Context: an optimization exercise on an open-source flow, tuned for small area and a short achievable clock period. The choices shown serve that exercise and are no tape-out recipe.
Power figures rest on the tool's default switching activity, not on a simulated workload.

==> flow/design.v <==
module lzc54(input [53:0] x, output [5:0] n);
    wire [63:0] v = {x, 10'h3ff};    
    wire [31:0] z1;        
    wire [31:0] c1;        
    genvar i;
    generate
        for (i = 0; i < 32; i = i + 1) begin : l1
            assign z1[i] = ~(v[2*i+1] | v[2*i]);
            assign c1[i] = ~v[2*i+1];
        end
    endgenerate
    wire [15:0] z2; wire [31:0] c2;
    generate
        for (i = 0; i < 16; i = i + 1) begin : l2
            assign z2[i] = z1[2*i+1] & z1[2*i];
            assign c2[2*i+1:2*i] = z1[2*i+1] ? {1'b1, c1[2*i]} : {1'b0, c1[2*i+1]};
        end
    endgenerate
    wire [7:0] z3; wire [23:0] c3;
    generate
        for (i = 0; i < 8; i = i + 1) begin : l3
            assign z3[i] = z2[2*i+1] & z2[2*i];
            assign c3[3*i+2:3*i] = z2[2*i+1] ? {1'b1, c2[4*i+1:4*i]} : {1'b0, c2[4*i+3:4*i+2]};
        end
    endgenerate
    wire [3:0] z4; wire [15:0] c4;
    generate
        for (i = 0; i < 4; i = i + 1) begin : l4
            assign z4[i] = z3[2*i+1] & z3[2*i];
            assign c4[4*i+3:4*i] = z3[2*i+1] ? {1'b1, c3[6*i+2:6*i]} : {1'b0, c3[6*i+5:6*i+3]};
        end
    endgenerate
    wire [1:0] z5; wire [9:0] c5;
    generate
        for (i = 0; i < 2; i = i + 1) begin : l5
            assign z5[i] = z4[2*i+1] & z4[2*i];
            assign c5[5*i+4:5*i] = z4[2*i+1] ? {1'b1, c4[8*i+3:8*i]} : {1'b0, c4[8*i+7:8*i+4]};
        end
    endgenerate
    assign n = z5[1] ? {1'b1, c5[4:0]} : {1'b0, c5[9:5]};
endmodule
module pfx_add #(parameter N = 54, parameter KIND = 0) (input [N-1:0] x, input [N-1:0] y, input cin, output [N-1:0] s);
    localparam L = $clog2(N);
    wire [N-1:0] g0 = x & y;
    wire [N-1:0] p0 = x ^ y;
    wire [N-1:0] G [0:L];
    wire [N-1:0] P [0:L];
    assign G[0] = {g0[N-1:1], g0[0] | (p0[0] & cin)};
    assign P[0] = p0;
    genvar l, i;
    generate
        if (KIND == 0) begin : sk   
            for (l = 0; l < L; l = l + 1) begin : lv
                for (i = 0; i < N; i = i + 1) begin : b
                    if ((i >> l) & 1) begin
                        localparam integer j = ((i >> l) << l) - 1;
                        assign G[l+1][i] = G[l][i] | (P[l][i] & G[l][j]);
                        assign P[l+1][i] = P[l][i] & P[l][j];
                    end else begin
                        assign G[l+1][i] = G[l][i];
                        assign P[l+1][i] = P[l][i];
                    end
                end
            end
        end else begin : ks   
            for (l = 0; l < L; l = l + 1) begin : lv
                for (i = 0; i < N; i = i + 1) begin : b
                    if (i >= (1 << l)) begin
                        assign G[l+1][i] = G[l][i] | (P[l][i] & G[l][i - (1 << l)]);
                        assign P[l+1][i] = P[l][i] & P[l][i - (1 << l)];
                    end else begin
                        assign G[l+1][i] = G[l][i];
                        assign P[l+1][i] = P[l][i];
                    end
                end
            end
        end
    endgenerate
    wire [N-1:0] c = {G[L][N-2:0], cin};
    assign s = p0 ^ c;
endmodule
module sigadd(input [53:0] x, input [53:0] y, input cin, output [53:0] sum);
    pfx_add #(.N(54), .KIND(0)) u_pfx(.x(x), .y(y), .cin(cin), .s(sum));
endmodule
module magcmp52(input [51:0] a, input [51:0] b, output gt);
    wire [63:0] g0 = {12'd0, b & ~a};
    wire [63:0] e0 = {12'hfff, ~(a ^ b)};
    wire [31:0] g1, e1;
    wire [15:0] g2, e2;
    wire [7:0]  g3, e3;
    wire [3:0]  g4, e4;
    wire [1:0]  g5, e5;
    genvar i;
    generate
        for (i = 0; i < 32; i = i + 1) begin : l1
            assign g1[i] = g0[2*i+1] | (e0[2*i+1] & g0[2*i]);
            assign e1[i] = e0[2*i+1] & e0[2*i];
        end
        for (i = 0; i < 16; i = i + 1) begin : l2
            assign g2[i] = g1[2*i+1] | (e1[2*i+1] & g1[2*i]);
            assign e2[i] = e1[2*i+1] & e1[2*i];
        end
        for (i = 0; i < 8; i = i + 1) begin : l3
            assign g3[i] = g2[2*i+1] | (e2[2*i+1] & g2[2*i]);
            assign e3[i] = e2[2*i+1] & e2[2*i];
        end
        for (i = 0; i < 4; i = i + 1) begin : l4
            assign g4[i] = g3[2*i+1] | (e3[2*i+1] & g3[2*i]);
            assign e4[i] = e3[2*i+1] & e3[2*i];
        end
        for (i = 0; i < 2; i = i + 1) begin : l5
            assign g5[i] = g4[2*i+1] | (e4[2*i+1] & g4[2*i]);
            assign e5[i] = e4[2*i+1] & e4[2*i];
        end
    endgenerate
    assign gt = g5[1] | (e5[1] & g5[0]);
endmodule
module dfa_pre(
    input  [63:0] a, input [63:0] b,
    output        s1,         
    output [10:0] ex,         
    output [51:0] mx,         
    output [52:0] ty,         
    output [5:0]  dsh,        
    output        sub,        
    output        invx,       
    output        invy,       
    output        lzero       
);
    wire [10:0] ea = a[62:52], eb = b[62:52];
    wire [11:0] dab, dba;
    pfx_add #(.N(12), .KIND(0)) u_dab(.x({1'b0, ea}), .y({1'b1, ~eb}), .cin(1'b1), .s(dab));
    pfx_add #(.N(12), .KIND(0)) u_dba(.x({1'b0, eb}), .y({1'b1, ~ea}), .cin(1'b1), .s(dba));
    wire        swe = dab[11];                  
    wire [10:0] d   = swe ? dba[10:0] : dab[10:0];
    wire        mgt;                            
    magcmp52 u_cmp(.a(a[51:0]), .b(b[51:0]), .gt(mgt));
    wire        tie = (ea == eb) & mgt;         
    wire        az = ~|a[62:0], bz = ~|b[62:0];
    assign s1   = (swe | tie | (az & bz)) ? b[63] : a[63];
    assign ex   = swe ? eb : ea;
    assign mx   = swe ? b[51:0] : a[51:0];
    assign ty   = swe ? {|ea, a[51:0]} : {|eb, b[51:0]};
    assign dsh  = (|d[10:6]) ? 6'd63 : d[5:0];
    assign sub  = a[63] ^ b[63];
    assign invx = sub & tie;
    assign invy = sub & ~tie;
    assign lzero = az | bz;
endmodule
module dfa_post(
    input         s1, input [10:0] ex, input [51:0] mx, input [52:0] ty,
    input  [5:0]  dsh, input sub, input invx, input invy, input lzero,
    output [63:0] r
);
    wire        inf = &ex;                      
    wire [52:0] tx = {|ex, mx};
    wire [52:0] t3 = ty >> dsh;
    wire [53:0] sum;
    sigadd u_add(.x({invx, tx ^ {53{invx}}}), .y({invy, t3 ^ {53{invy}}}), .cin(sub), .sum(sum));
    wire [5:0]  sh;
    lzc54 u_lzc(.x({sum[53], sum[52] | lzero, sum[51:0]}), .n(sh));
    wire        zres = sh[5] & sh[4] & sh[2] & sh[1];    
    wire [53:0] nrm = sum << sh;
    wire [10:0] e1p = ex + 11'd1;
    wire [4:0]  eh1 = e1p[10:6] - 5'd1;
    wire [6:0]  el  = {1'b0, e1p[5:0]} - {1'b0, sh};
    wire [10:0] e   = {el[6] ? eh1 : e1p[10:6], el[5:0]};
    assign r[63]    = ~inf & ~zres & s1;
    assign r[62:52] = inf ? 11'h7ff : (zres ? 11'd0 : e);
    assign r[51:0]  = {52{inf}} | nrm[52:1];
endmodule
module fp64_add(input clk, input [63:0] a, input [63:0] b, output reg [63:0] s);
    wire        s1_d, sub_d, invx_d, invy_d, lzero_d;
    wire [10:0] ex_d;
    wire [51:0] mx_d;
    wire [52:0] ty_d;
    wire [5:0]  dsh_d;
    reg         s1_q, sub_q, invx_q, invy_q, lzero_q;
    reg  [10:0] ex_q;
    reg  [51:0] mx_q;
    reg  [52:0] ty_q;
    reg  [5:0]  dsh_q;
    wire [63:0] r;
    dfa_pre  u_pre(.a(a), .b(b), .s1(s1_d), .ex(ex_d), .mx(mx_d), .ty(ty_d), .dsh(dsh_d),
                   .sub(sub_d), .invx(invx_d), .invy(invy_d), .lzero(lzero_d));
    dfa_post u_post(.s1(s1_q), .ex(ex_q), .mx(mx_q), .ty(ty_q), .dsh(dsh_q), .sub(sub_q),
                    .invx(invx_q), .invy(invy_q), .lzero(lzero_q), .r(r));
    always @(posedge clk) begin
        s1_q    <= s1_d;
        ex_q    <= ex_d;
        mx_q    <= mx_d;
        ty_q    <= ty_d;
        dsh_q   <= dsh_d;
        sub_q   <= sub_d;
        invx_q  <= invx_d;
        invy_q  <= invy_d;
        lzero_q <= lzero_d;
        s       <= r;
    end
endmodule
Settings: LEC_CHECK=0, CAP_MARGIN=20, CORE_MARGIN=2, CORE_UTILIZATION=25, SLEW_MARGIN=20; clock period 30.0 ns.
standard.sh (not shown) runs the stock make flow with config.mk's settings and CLKGATE_MAP_FILE= SYNTH_SCRIPT=/design/flow/synth_recipe.tcl, a recipe that flattens the netlist after the stock synthesis.
==> flow/flow/run.sh <==
#!/bin/bash
# Layout flow: the standard flow with an area-oriented ABC mapping script
# (flow/abc.script replaces ORFS's abc_speed.script; registers unchanged),
# plain buffers on the ports, a denser floorplan, and timing repair that
# aims for setup slack of 22 ns at the design's clock.
set -euo pipefail
cp -r "$FLOW_HOME/scripts" scripts_mod
cp flow/abc.script scripts_mod/abc_speed.script
bash standard.sh SCRIPTS_DIR="$PWD/scripts_mod" \
  "BUFFER_PORTS_ARGS=-buffer_cell sky130_fd_sc_hd__buf_1" \
  CORE_UTILIZATION=50 SETUP_SLACK_MARGIN=22 finish > standard.log 2>&1
==> flow/flow/abc.script <==
strash
dch
map -a
topo
stime -c
Then changed:
--- a/flow/design.v
+++ b/flow/design.v
@@ -83,7 +83,7 @@
     pfx_add #(.N(54), .KIND(0)) u_pfx(.x(x), .y(y), .cin(cin), .s(sum));
 endmodule
-module magcmp52(input [51:0] a, input [51:0] b, output gt);
-    wire [63:0] g0 = {12'd0, b & ~a};
-    wire [63:0] e0 = {12'hfff, ~(a ^ b)};
+module magcmp63(input [62:0] a, input [62:0] b, output gt);
+    wire [63:0] g0 = {1'b0, b & ~a};
+    wire [63:0] e0 = {1'b1, ~(a ^ b)};
     wire [31:0] g1, e1;
     wire [15:0] g2, e2;
@@ -126,6 +126,9 @@
     output        invx,       
     output        invy,       
-    output        lzero       
+    output        inf,        
+    output        lzero,      
+    output        zsign       
 );
+    wire [62:0] ma = a[62:0], mb = b[62:0];
     wire [10:0] ea = a[62:52], eb = b[62:52];
     wire [11:0] dab, dba;
@@ -134,9 +137,8 @@
     wire        swe = dab[11];                  
     wire [10:0] d   = swe ? dba[10:0] : dab[10:0];
-    wire        mgt;                            
-    magcmp52 u_cmp(.a(a[51:0]), .b(b[51:0]), .gt(mgt));
-    wire        tie = (ea == eb) & mgt;         
-    wire        az = ~|a[62:0], bz = ~|b[62:0];
-    assign s1   = (swe | tie | (az & bz)) ? b[63] : a[63];
+    wire        swap;                           
+    magcmp63 u_cmp(.a(ma), .b(mb), .gt(swap));
+    wire        tie = swap & ~swe;              
+    assign s1   = swap ? b[63] : a[63];
     assign ex   = swe ? eb : ea;
     assign mx   = swe ? b[51:0] : a[51:0];
@@ -146,12 +148,15 @@
     assign invx = sub & tie;
     assign invy = sub & ~tie;
+    assign inf  = (&ea) | (&eb);
+    wire az = ~|ma, bz = ~|mb;
     assign lzero = az | bz;
+    assign zsign = az & bz & b[63];
 endmodule
 module dfa_post(
     input         s1, input [10:0] ex, input [51:0] mx, input [52:0] ty,
-    input  [5:0]  dsh, input sub, input invx, input invy, input lzero,
+    input  [5:0]  dsh, input sub, input invx, input invy, input inf,
+    input         lzero, input zsign,
     output [63:0] r
 );
-    wire        inf = &ex;                      
     wire [52:0] tx = {|ex, mx};
     wire [52:0] t3 = ty >> dsh;
@@ -160,5 +165,5 @@
     wire [5:0]  sh;
     lzc54 u_lzc(.x({sum[53], sum[52] | lzero, sum[51:0]}), .n(sh));
-    wire        zres = sh[5] & sh[4] & sh[2] & sh[1];    
+    wire        zres = sum == 54'd0;
     wire [53:0] nrm = sum << sh;
     wire [10:0] e1p = ex + 11'd1;
@@ -166,15 +171,15 @@
     wire [6:0]  el  = {1'b0, e1p[5:0]} - {1'b0, sh};
     wire [10:0] e   = {el[6] ? eh1 : e1p[10:6], el[5:0]};
-    assign r[63]    = ~inf & ~zres & s1;
+    assign r[63]    = ~inf & (zres ? zsign : s1);
     assign r[62:52] = inf ? 11'h7ff : (zres ? 11'd0 : e);
     assign r[51:0]  = {52{inf}} | nrm[52:1];
 endmodule
 module fp64_add(input clk, input [63:0] a, input [63:0] b, output reg [63:0] s);
-    wire        s1_d, sub_d, invx_d, invy_d, lzero_d;
+    wire        s1_d, sub_d, invx_d, invy_d, inf_d, lzero_d, zsign_d;
     wire [10:0] ex_d;
     wire [51:0] mx_d;
     wire [52:0] ty_d;
     wire [5:0]  dsh_d;
-    reg         s1_q, sub_q, invx_q, invy_q, lzero_q;
+    reg         s1_q, sub_q, invx_q, invy_q, inf_q, lzero_q, zsign_q;
     reg  [10:0] ex_q;
     reg  [51:0] mx_q;
@@ -183,7 +188,9 @@
     wire [63:0] r;
     dfa_pre  u_pre(.a(a), .b(b), .s1(s1_d), .ex(ex_d), .mx(mx_d), .ty(ty_d), .dsh(dsh_d),
-                   .sub(sub_d), .invx(invx_d), .invy(invy_d), .lzero(lzero_d));
+                   .sub(sub_d), .invx(invx_d), .invy(invy_d), .inf(inf_d), .lzero(lzero_d),
+                   .zsign(zsign_d));
     dfa_post u_post(.s1(s1_q), .ex(ex_q), .mx(mx_q), .ty(ty_q), .dsh(dsh_q), .sub(sub_q),
-                    .invx(invx_q), .invy(invy_q), .lzero(lzero_q), .r(r));
+                    .invx(invx_q), .invy(invy_q), .inf(inf_q), .lzero(lzero_q),
+                    .zsign(zsign_q), .r(r));
     always @(posedge clk) begin
         s1_q    <= s1_d;
@@ -195,5 +202,7 @@
         invx_q  <= invx_d;
         invy_q  <= invy_d;
+        inf_q   <= inf_d;
         lzero_q <= lzero_d;
+        zsign_q <= zsign_d;
         s       <= r;
     end
Wire length drops by a little under a tenth.
Synthesized area went up by a few percent.
Non-clock buffer count fell by 62.
Global-route usage goes down by 0.83 points.
Design area shrinks by a little under a tenth.
Fmax goes up by a few percent.
Worst setup slack is better by 440 ps.
First-iteration DRC count decreases by a few percent.
Via count fell by a few percent.
Synthesized cell count increases by a few percent.
Clock power climbs by a few percent.
Sequential share of layout area rose by 1.6 points.
Clock skew hardly moves.
Function was not checked in any run of this note: the RTL went through the layout flow alone.

-- re-timing with driven ports --
The flow's constraints put no driver on any port. The routed layouts listed below were extracted and timed again, unchanged, in two steps. Step 1 (the two cells are an assumption about what drives the block):
set clk [get_ports {clk}]
set_driving_cell -lib_cell sky130_fd_sc_hd__clkbuf_16 $clk
set_driving_cell -lib_cell sky130_fd_sc_hd__buf_2 [delete_from_list [all_inputs] $clk]
Step 2 moves the port delays by t, midway between the first and last clock arrival at a register: inputs arrive t later, outputs are due t later. That takes back most of the time a late clock gives input paths. a / b / c = ideal / step 1 / step 2; a / b = the first two.
run | t (ns) | slack for setup (ns) | slew at the worst register clock pin (ns)
the first run | 0.528 | 21.372 / 21.354 / 20.825 | 0.08 / 0.08
the second run | 0.518 | 21.808 / 21.818 / 21.300 | 0.08 / 0.08
After both steps every run listed still meets setup and hold. For the first run, which loses most, drivers alone change the setup slack by -0.018 ns; drivers and shift together by -0.547 ns.
